Background: an optimization exercise with open tools, aiming at small area, a short achievable clock period and few clock cycles. Do not read the settings as production practice. In this exercise RTL edits were held to simulation tests only and were not proved equivalent to the original. Power and IR drop assume default switching activity.

**design.v**
```verilog
module top_module(clk, rst, imem_addr, imem_rdata, dmem_addr, dmem_wdata, dmem_we, dmem_re, dmem_rdata, halted);
    input clk, rst;
    output [31:0] imem_addr;
    input  [31:0] imem_rdata;
    output [31:0] dmem_addr, dmem_wdata;
    output dmem_we, dmem_re;
    input  [31:0] dmem_rdata;
    output halted;
    reg [31:0] pc;         
    reg [31:0] ir;         
    reg        iv;         
    reg [31:0] mar;        
    reg [31:0] mdr;        
    reg        m_we, m_re, m_wen;
    reg [3:0]  m_rd;
    reg        f_eq, f_gt;
    reg        halted_r;
    reg        busy;       
    reg [3:0]  cnt;        
    reg        mswap;      
    reg [31:0] rf [0:15];
    assign imem_addr  = pc;
    assign dmem_addr  = mar;
    assign dmem_wdata = mdr;
    assign dmem_we    = m_we;
    assign dmem_re    = m_re;
    assign halted     = halted_r;
    wire [4:0] op    = ir[31:27];
    wire       imm_i = ir[26];
    wire [3:0] f_rd  = ir[25:22];
    wire [3:0] f_rs1 = ir[21:18];
    wire [3:0] f_rs2 = ir[17:14];
    wire o_add = op == 5'd0,  o_sub = op == 5'd1,  o_mul = op == 5'd2,  o_div = op == 5'd3;
    wire o_mod = op == 5'd4,  o_cmp = op == 5'd5,  o_and = op == 5'd6,  o_or  = op == 5'd7;
    wire o_not = op == 5'd8,  o_mov = op == 5'd9,  o_lsl = op == 5'd10, o_lsr = op == 5'd11;
    wire o_asr = op == 5'd12, o_ld  = op == 5'd14, o_st  = op == 5'd15;
    wire o_beq = op == 5'd16, o_bgt = op == 5'd17, o_b   = op == 5'd18, o_call = op == 5'd19;
    wire o_ret = op == 5'd20, o_hlt = op == 5'd31;
    wire o_dm    = o_div | o_mod;
    wire o_md    = o_mul | o_dm;
    wire o_shift = o_lsl | o_lsr | o_asr;
    wire o_logic = o_and | o_or | o_not | o_mov;
    wire o_sum   = o_add | o_sub | o_ld | o_st;
    wire use1 = o_sum | o_md | o_cmp | o_and | o_or | o_shift | o_ret;
    wire use2 = ((o_add | o_sub | o_md | o_cmp | o_logic | o_shift) & ~imm_i) | o_st;
    wire wen  = o_add | o_sub | o_md | o_logic | o_shift | o_ld | o_call;
    wire [3:0] ra1 = o_ret ? 4'd15 : f_rs1;
    wire [3:0] ra2 = o_st ? f_rd : f_rs2;
    wire [3:0] wd  = o_call ? 4'd15 : f_rd;
    wire [31:0] wdata = m_re ? dmem_rdata : mar;
    always @(posedge clk) if (m_wen) rf[m_rd] <= wdata;
    wire [511:0] rf_all;
    genvar gj;
    generate for (gj = 0; gj < 16; gj = gj + 1) begin : rfa
        assign rf_all[32*gj +: 32] = rf[gj];
    end endgenerate
    wire [15:0] sel1, sel2;
    dec4 u_dec1(.a(ra1), .y(sel1));
    dec4 u_dec2(.a(ra2), .y(sel2));
    wire [31:0] rf1, rf2;
    rdport u_rd1(.sel(sel1), .d(rf_all), .y(rf1));
    rdport u_rd2(.sel(sel2), .d(rf_all), .y(rf2));
    wire byp1 = m_wen & (m_rd == ra1);
    wire byp2 = m_wen & (m_rd == ra2);
    wire [31:0] A  = byp1 ? mar : rf1;
    wire [31:0] rb = byp2 ? mar : rf2;
    reg [31:0] immx;
    always @(*) begin
        case (ir[17:16])
            2'b01:   immx = {16'd0, ir[15:0]};
            2'b10:   immx = {ir[15:0], 16'd0};
            default: immx = {{16{ir[15]}}, ir[15:0]};
        endcase
    end
    wire [31:0] B = imm_i ? immx : rb;
    wire        do_sub = o_sub | o_cmp | o_dm;
    wire [31:0] sum;
    wire        a_ge_b;                       
    rca #(32) u_add(.a(A), .b(B ^ {32{do_sub}}), .ci(do_sub), .s(sum), .co(a_ge_b));
    wire        a_eq_b = ~|sum;               
    reg [3:0] lut;
    always @(*) begin
        case (1'b1)
            o_and:   lut = 4'b1000;
            o_or:    lut = 4'b1110;
            o_not:   lut = 4'b0101;
            default: lut = 4'b1010;           
        endcase
    end
    reg [31:0] lres;
    integer li;
    always @(*) for (li = 0; li < 32; li = li + 1) lres[li] = lut[{A[li], B[li]}];
    reg [5:0] sba, sbb;
    integer si;
    always @(*) begin
        sba = 6'd0; sbb = 6'd0;
        for (si = 0; si < 32; si = si + 1) begin
            if (A[si]) sba = si + 1;
            if (B[si]) sbb = si + 1;
        end
    end
    wire [5:0] dsb = sba - sbb;               
    wire [4:0] dn  = {1'b0, dsb[4:1]} + 5'd1;  
    function [31:0] rev32(input [31:0] v);
        integer k;
        for (k = 0; k < 32; k = k + 1) rev32[k] = v[31-k];
    endfunction
    wire [4:0]  sh_amt  = o_dm ? {dn[3:0], 1'b0} : B[4:0];
    wire        sh_big  = o_dm ? dn[4] : |B[31:5];
    wire        sh_fill = o_asr & A[31];
    wire [31:0] sh0 = o_lsl ? rev32(A) : A;
    wire [31:0] sh1 = sh_amt[0] ? {sh_fill, sh0[31:1]} : sh0;
    wire [31:0] sh2 = sh_amt[1] ? {{2{sh_fill}}, sh1[31:2]} : sh1;
    wire [31:0] sh3 = sh_amt[2] ? {{4{sh_fill}}, sh2[31:4]} : sh2;
    wire [31:0] sh4 = sh_amt[3] ? {{8{sh_fill}}, sh3[31:8]} : sh3;
    wire [31:0] sh5 = sh_amt[4] ? {{16{sh_fill}}, sh4[31:16]} : sh4;
    wire [31:0] sh_r   = sh_big ? {32{sh_fill}} : sh5;
    wire [31:0] sh_out = o_lsl ? rev32(sh_r) : sh_r;
    wire first = ~busy;
    wire swap_now = sba < sbb;
    wire [5:0] msb = swap_now ? sba : sbb;             
    wire [2:0] mg0 = (msb == 6'd0) ? 3'd0 : msb[5:2] - {2'b0, ~|msb[1:0]};
    wire swp  = first ? swap_now : mswap;              
    wire [2:0] g  = first ? mg0 : cnt[2:0];
    wire [31:0] mcand  = swp ? B : A;
    wire [31:0] mplier = swp ? A : B;
    wire [3:0]  mdig = mplier[4*g +: 4];
    wire [1:0]  ddig = A[2*cnt +: 2];
    wire        dv   = o_dm;
    wire [31:0] acc = first ? 32'd0 : mar;    
    wire [31:0] nb  = ~B;
    wire [32:0] x1  = {acc, dv & ddig[1]};
    wire [32:0] s1, s2, s3;
    wire [31:0] s4;
    wire        co1, co2, co3, unused_co4;
    rca #(33) u_r1(.a(x1), .b(dv ? {1'b1, nb} : {1'b0, mcand & {32{mdig[3]}}}), .ci(dv), .s(s1), .co(co1));
    rca #(33) u_r2(.a({s1[31:0], dv & ddig[0]}), .b(dv ? {1'b1, nb} : {1'b0, mcand & {32{mdig[2]}}}), .ci(dv), .s(s2), .co(co2));
    rca #(33) u_r3(.a(dv ? {x1[31:0], ddig[0]} : {s2[31:0], 1'b0}), .b(dv ? {1'b1, nb} : {1'b0, mcand & {32{mdig[1]}}}), .ci(dv), .s(s3), .co(co3));
    rca #(32) u_r4(.a({s3[30:0], 1'b0}), .b(mcand & {32{mdig[0]}}), .ci(1'b0), .s(s4), .co(unused_co4));
    wire [31:0] rem_a = co2 ? s2[31:0] : {s1[30:0], ddig[0]};
    wire [31:0] rem_b = co3 ? s3[31:0] : {x1[30:0], ddig[0]};
    wire [31:0] rem   = co1 ? rem_a : rem_b;
    wire        q2    = co1 ? co2 : co3;
    wire [31:0] q_out = {mdr[29:0], co1, q2};
    wire b_zero  = ~|B;
    wire d_fast  = ~a_ge_b | b_zero;                     
    wire md_done = o_mul ? (g == 3'd0) : (first ? d_fast : (cnt == 4'd0));
    wire s_sum   = o_sum;
    wire s_logic = o_logic;
    wire s_shift = o_shift | (o_dm & first & ~d_fast);
    wire s_pc    = o_call;
    wire s_prod  = o_mul;
    wire s_rem   = o_dm & busy & ~(o_div & md_done);
    wire s_quo   = o_div & busy & md_done;
    wire s_a     = o_mod & first & d_fast;
    wire s_ones  = o_div & first & d_fast & b_zero;
    wire [31:0] res = ({32{s_sum}} & sum) | ({32{s_logic}} & lres) | ({32{s_shift}} & sh_out) |
                      ({32{s_pc}} & pc) | ({32{s_prod}} & s4) | ({32{s_rem}} & rem) |
                      ({32{s_quo}} & q_out) | ({32{s_a}} & A) | {32{s_ones}};
    wire [26:0] off_m1;
    dec27 u_dec(.a(ir[26:0]), .y(off_m1));
    wire [31:0] btarget;
    wire        unused_cb;
    rca #(32) u_bt(.a(pc), .b({{5{ir[26] | ~|ir[26:0]}}, off_m1}), .ci(1'b0), .s(btarget), .co(unused_cb));
    wire [31:0] pc_inc;
    inc32 u_inc(.a(pc), .y(pc_inc));
    wire act     = iv & ~halted_r;
    wire lu      = m_re & ((use1 & (m_rd == ra1)) | (use2 & (m_rd == ra2)));
    wire md_wait = o_md & ~md_done;
    wire stall   = act & (lu | md_wait);
    wire go      = act & ~lu & ~md_wait;                 
    wire taken   = go & (o_b | o_call | o_ret | (o_beq & f_eq) | (o_bgt & f_gt));
    always @(posedge clk) begin
        if (rst) begin
            pc <= 32'd0;
            iv <= 1'b0;
            m_we <= 1'b0; m_re <= 1'b0; m_wen <= 1'b0;
            f_eq <= 1'b0; f_gt <= 1'b0;
            halted_r <= 1'b0;
            busy <= 1'b0;
        end else if (!halted_r) begin
            if (!stall) begin
                pc <= taken ? (o_ret ? A : btarget) : pc_inc;
                ir <= imem_rdata;
                iv <= ~taken & ~(go & o_hlt);
            end
            m_we  <= go & o_st;
            m_re  <= go & o_ld;
            m_wen <= go & wen;
            m_rd  <= wd;
            if (go & o_cmp) begin f_eq <= a_eq_b; f_gt <= a_ge_b & ~a_eq_b; end
            if (go & o_hlt) halted_r <= 1'b1;
            busy  <= act & ~lu & md_wait;
            cnt   <= o_mul ? {1'b0, g - 3'd1} : (first ? {1'b0, dsb[4:1]} : cnt - 4'd1);
            mswap <= swp;
        end
    end
    always @(posedge clk) begin
        mar <= res;
        mdr <= (act & o_dm) ? ({32{busy}} & q_out) : rb;
    end
endmodule
module dec4(a, y);
    input  [3:0]  a;
    output [15:0] y;
    assign y = 16'd1 << a;
endmodule
module rdport(sel, d, y);
    input  [15:0]  sel;
    input  [511:0] d;
    output [31:0]  y;
    genvar b;
    generate for (b = 0; b < 32; b = b + 1) begin : bt
        wire [5:0] n;
        aoi222 u0(.a1(sel[0]),  .a2(d[32*0+b]),  .b1(sel[1]),  .b2(d[32*1+b]),  .c1(sel[2]),  .c2(d[32*2+b]),  .y(n[0]));
        aoi222 u1(.a1(sel[3]),  .a2(d[32*3+b]),  .b1(sel[4]),  .b2(d[32*4+b]),  .c1(sel[5]),  .c2(d[32*5+b]),  .y(n[1]));
        aoi222 u2(.a1(sel[6]),  .a2(d[32*6+b]),  .b1(sel[7]),  .b2(d[32*7+b]),  .c1(sel[8]),  .c2(d[32*8+b]),  .y(n[2]));
        aoi222 u3(.a1(sel[9]),  .a2(d[32*9+b]),  .b1(sel[10]), .b2(d[32*10+b]), .c1(sel[11]), .c2(d[32*11+b]), .y(n[3]));
        aoi222 u4(.a1(sel[12]), .a2(d[32*12+b]), .b1(sel[13]), .b2(d[32*13+b]), .c1(sel[14]), .c2(d[32*14+b]), .y(n[4]));
        nand2c u5(.a(sel[15]), .b(d[32*15+b]), .y(n[5]));
        nand6c u6(.a(n), .y(y[b]));
    end endgenerate
endmodule
module aoi222(a1, a2, b1, b2, c1, c2, y);
    input a1, a2, b1, b2, c1, c2;
    output y;
    assign y = ~((a1 & a2) | (b1 & b2) | (c1 & c2));
endmodule
module nand2c(a, b, y);
    input a, b;
    output y;
    assign y = ~(a & b);
endmodule
module nand6c(a, y);
    input [5:0] a;
    output y;
    assign y = ~&a;
endmodule
module rca #(parameter W = 32) (a, b, ci, s, co);
    input  [W-1:0] a, b;
    input          ci;
    output [W-1:0] s;
    output         co;
    wire [W:0] c;
    assign c[0] = ci;
    genvar i;
    generate for (i = 0; i < W; i = i + 1) begin : g
        assign s[i]   = a[i] ^ b[i] ^ c[i];
        assign c[i+1] = (a[i] & b[i]) | (c[i] & (a[i] ^ b[i]));
    end endgenerate
    assign co = c[W];
endmodule
module inc32(a, y);
    input  [31:0] a;
    output [31:0] y;
    wire [32:0] c;
    assign c[0] = 1'b1;
    genvar i;
    generate for (i = 0; i < 32; i = i + 1) begin : g
        assign y[i]   = a[i] ^ c[i];
        assign c[i+1] = a[i] & c[i];
    end endgenerate
endmodule
module dec27(a, y);
    input  [26:0] a;
    output [26:0] y;
    wire [27:0] b;
    assign b[0] = 1'b1;
    genvar i;
    generate for (i = 0; i < 27; i = i + 1) begin : g
        assign y[i]   = a[i] ^ b[i];
        assign b[i+1] = ~a[i] & b[i];
    end endgenerate
endmodule
```
**run.sh**
```bash
#!/bin/bash
# synth_recipe.tcl (not shown) runs the flow's synth.tcl, then flattens the netlist and writes it again
# the make line also repeats each setting of config.mk as NAME=value (left out here)
make -C /OpenROAD-flow-scripts/flow DESIGN_CONFIG=/design/flow/config.mk WORK_HOME=/design/flow/orfs CLKGATE_MAP_FILE= SYNTH_SCRIPT=/design/flow/synth_recipe.tcl finish
```
**config.mk**
```make
export PLATFORM = sky130hd
export DESIGN_NAME = top_module
export DESIGN_NICKNAME = top_module
export VERILOG_FILES = /design/flow/design.v
export SDC_FILE = /design/flow/constraint.sdc
export NUM_CORES = 8
export LEC_CHECK = 0
export CAP_MARGIN = 30
export CORE_MARGIN = 2
export CORE_UTILIZATION = 40
export SLEW_MARGIN = 30
export SYNTH_HIERARCHICAL = 1
export SYNTH_MINIMUM_KEEP_SIZE = 0
```
**constraint.sdc**
```tcl
create_clock -name core_clock -period 150.0 [get_ports {clk}]
set_input_delay 30.0000 -clock core_clock [delete_from_list [all_inputs] [get_ports {clk}]]
set_output_delay 30.0000 -clock core_clock [all_outputs]
set_load 0.01 [all_outputs]
```
==> run summary <==
run status=no timing/DRC/antenna violations; most common cell after layout, fill and taps aside=edfxtp_1; Vias=43305; WS Path Type=register to primary output; port bufs=164; Clk network pwr share=0.140; Die Wd=337 µm; Resized cells post-CTS=0; R2R cell count=76; Remaining DRCs=0; peak fanout along the critical path=44; io pins=165; core area=110000 µm²; worst path cell trace=buf_4, clkdlybuf4s50_1; number of post-CTS setup repair buffers=0; Synth Cell Area=44400 µm²; clk buf depth=3; Routed WL per cell=42.6 µm; critical path's top delay family=buffers and inverters; Die Area=114000 µm²; CTS buffer count=73; Reg-to-Reg End=mar[29]; Int Pwr=0.638 mW; Syn Area/Cell=11.0 µm²; hold buffers post-CTS=0; antenna-violating nets left=0; post-synthesis cell count=4031; VDD IR max=0.0461 mV; YS warnings=7; Rel. slew slack=0.200; Pwr Total=1.36 mW; dpl hpwl=170000 µm; sequential power share=0.171; Required @ worst endpoint=120000 ps; clock sinks=657; final hold vios=0; Clk Tree Root Cell=clkbuf_16; crit path DAT=2290 ps; post-layout min period=32290 ps; Rows=122; Final period util=0.215; Max Cap Viol=0; clock latency (worst-skew pair)=690 ps; Fin Clk Skew=52.3 ps; starting density of the core=0.402; Final Util=0.465; Leak Pwr=18.2 nW; final slew viol count=0; switching pwr=0.721 mW; placer congestion estimate=1.09; Switching Fraction=0.530; synth-to-layout area growth=15.6%; reg-to-reg setup timing slack=121570 ps; initial DRC count=10584; CP bufs+invs=2; initial antenna violation count=33; total grt overflow=0; R2R Path Start=ir[30]; Final setup viols=0; pin count of the biggest net entering global routing=72; global-route wire length before repair=329000 µm; DR vias/cell=7.51; hold_sp=f_gt; RSZ-0062 raised after global routing=false; Worst-path clk slew=60 ps; hold path cells=2; endpoint class of the critical path=primary output; DRT Pass-1 Iters=14; Gate power share=0.690; Reg area=18700 µm²; crit start category=register; Total Negative Setup Slacks=0 ps; CP peak stage delay=690 ps; HP Class=register to register; Worst Tran Pin Value=1200 ps; CP Launch Point=m_re; ratio of cells with drive above 1 in the final layout=0.144; vias in the first global route=39495; Filler cells=10196; # H-tree levels=3; placed insts=5620; f_max=31.0 MHz; most frequent cells in the layout=553 x edfxtp_1, 352 x a222oi_1, 310 x nand2_1; global-route usage over all layers=0.420; CP max stage cell=clkdlybuf4s50_1; Die H=337 µm; Multi-input gate area=24300 µm²; WL final=246000 µm; TritonCTS clock tree=built; total power per unit cell area=26.5 nW/µm²; Final nets=4545; final cell count without fillers=5770; WHS Endpoint=f_gt
==> sequential cells by signal, summed over array words and instances, names as in the netlist <==
name,cells
m_rd,4
busy,1
rf,512
cnt,4
m_we,1
iv,1
mswap,1
m_wen,1
m_re,1
f_gt,1
mdr,32
ir,32
f_eq,1
pc,32
mar,32
halted_r,1
==> final cells by class <==
type | instances | area share
multi-input cells | 2925 | 0.474
well taps | 1488 | 0.0363
diodes | 8 | 0.000390
clock buffers | 87 | 0.0374
repair buffers | 382 | 0.0632
clock inverters | 48 | 0.0118
inverters | 175 | 0.0128
flip-flops and latches | 657 | 0.364
==> metal layers <==
layer  vias to the layer above  global-route usage  wire length [µm]
li1                      16848                   -                 -
met1                     21207               0.546             88700
met2                      4290               0.571             96300
met3                       938               0.180             41700
met4                        22               0.263             18900
met5                         -                   0               153
==> through the flow <==
step / hold WS, ps / instance area (µm²) / setup WS (ps)
floorplan: 453 / 44400 / 117700
global placement: 488 / 48600 / 118170
detailed placement: 474 / 48700 / 118150
CTS: 490 / 51200 / 117660
global route: 509 / 51300 / 117710
finish: 500 / 51300 / 117710
==> tightest hold or removal path, stage by stage (launching register included) <==
cell and delay (ps):
dfxtp_1 320, nand2b_1 70, mux2i_1 70
==> power by group through the flow <==
stage	combinational, mW	sequential, mW	clock, mW
after floorplan	0.442	0.230	0
after global placement	0.882	0.234	0
after detailed placement	0.878	0.234	0
after CTS	0.882	0.231	0.190
after global routing	0.943	0.232	0.197
final	0.938	0.232	0.190
==> worst max path at each step <==
stage                     cells after the start  endpoint  slack [ps]
final                                         2   dmem_re      117710
after floorplan                               3     ir[0]      117700
after global routing                          2   dmem_re      117710
after global placement                        4    ir[25]      118170
after CTS                                     2   dmem_re      117660
after detailed placement                      4    ir[25]      118150
Testbench counts, summed over its fixed seeds: cycles 183,699.

## afterwards: timing with drivers on the ports
The results above use ideal ports. As a check the final layout listed here was re-extracted and re-timed, cells and wires unchanged.
Step 1: set_driving_cell puts a clkbuf_16 on clk and a buf_2 on each other input, an assumption about the parent block.
Step 2, shift: input delay + t, output delay - t, t = (earliest + latest rising clock arrival at the registers) / 2. This alone moves slack from input paths to output paths.
a / b / c = ideal ports / drivers / drivers and shift; a / b = the first two.
t, ns: 0.743
setup WS [ns]: 117.713 / 117.637 / 118.176
worst setup path after step 2: input to register
clock arrival spread, ns: 0.052 / 0.052
slew at the worst register clock pin (ns): 0.07 / 0.07
After both steps setup and hold are still met in this run. For this run, drivers alone change the setup slack by -0.076 ns; drivers and shift together by +0.463 ns.
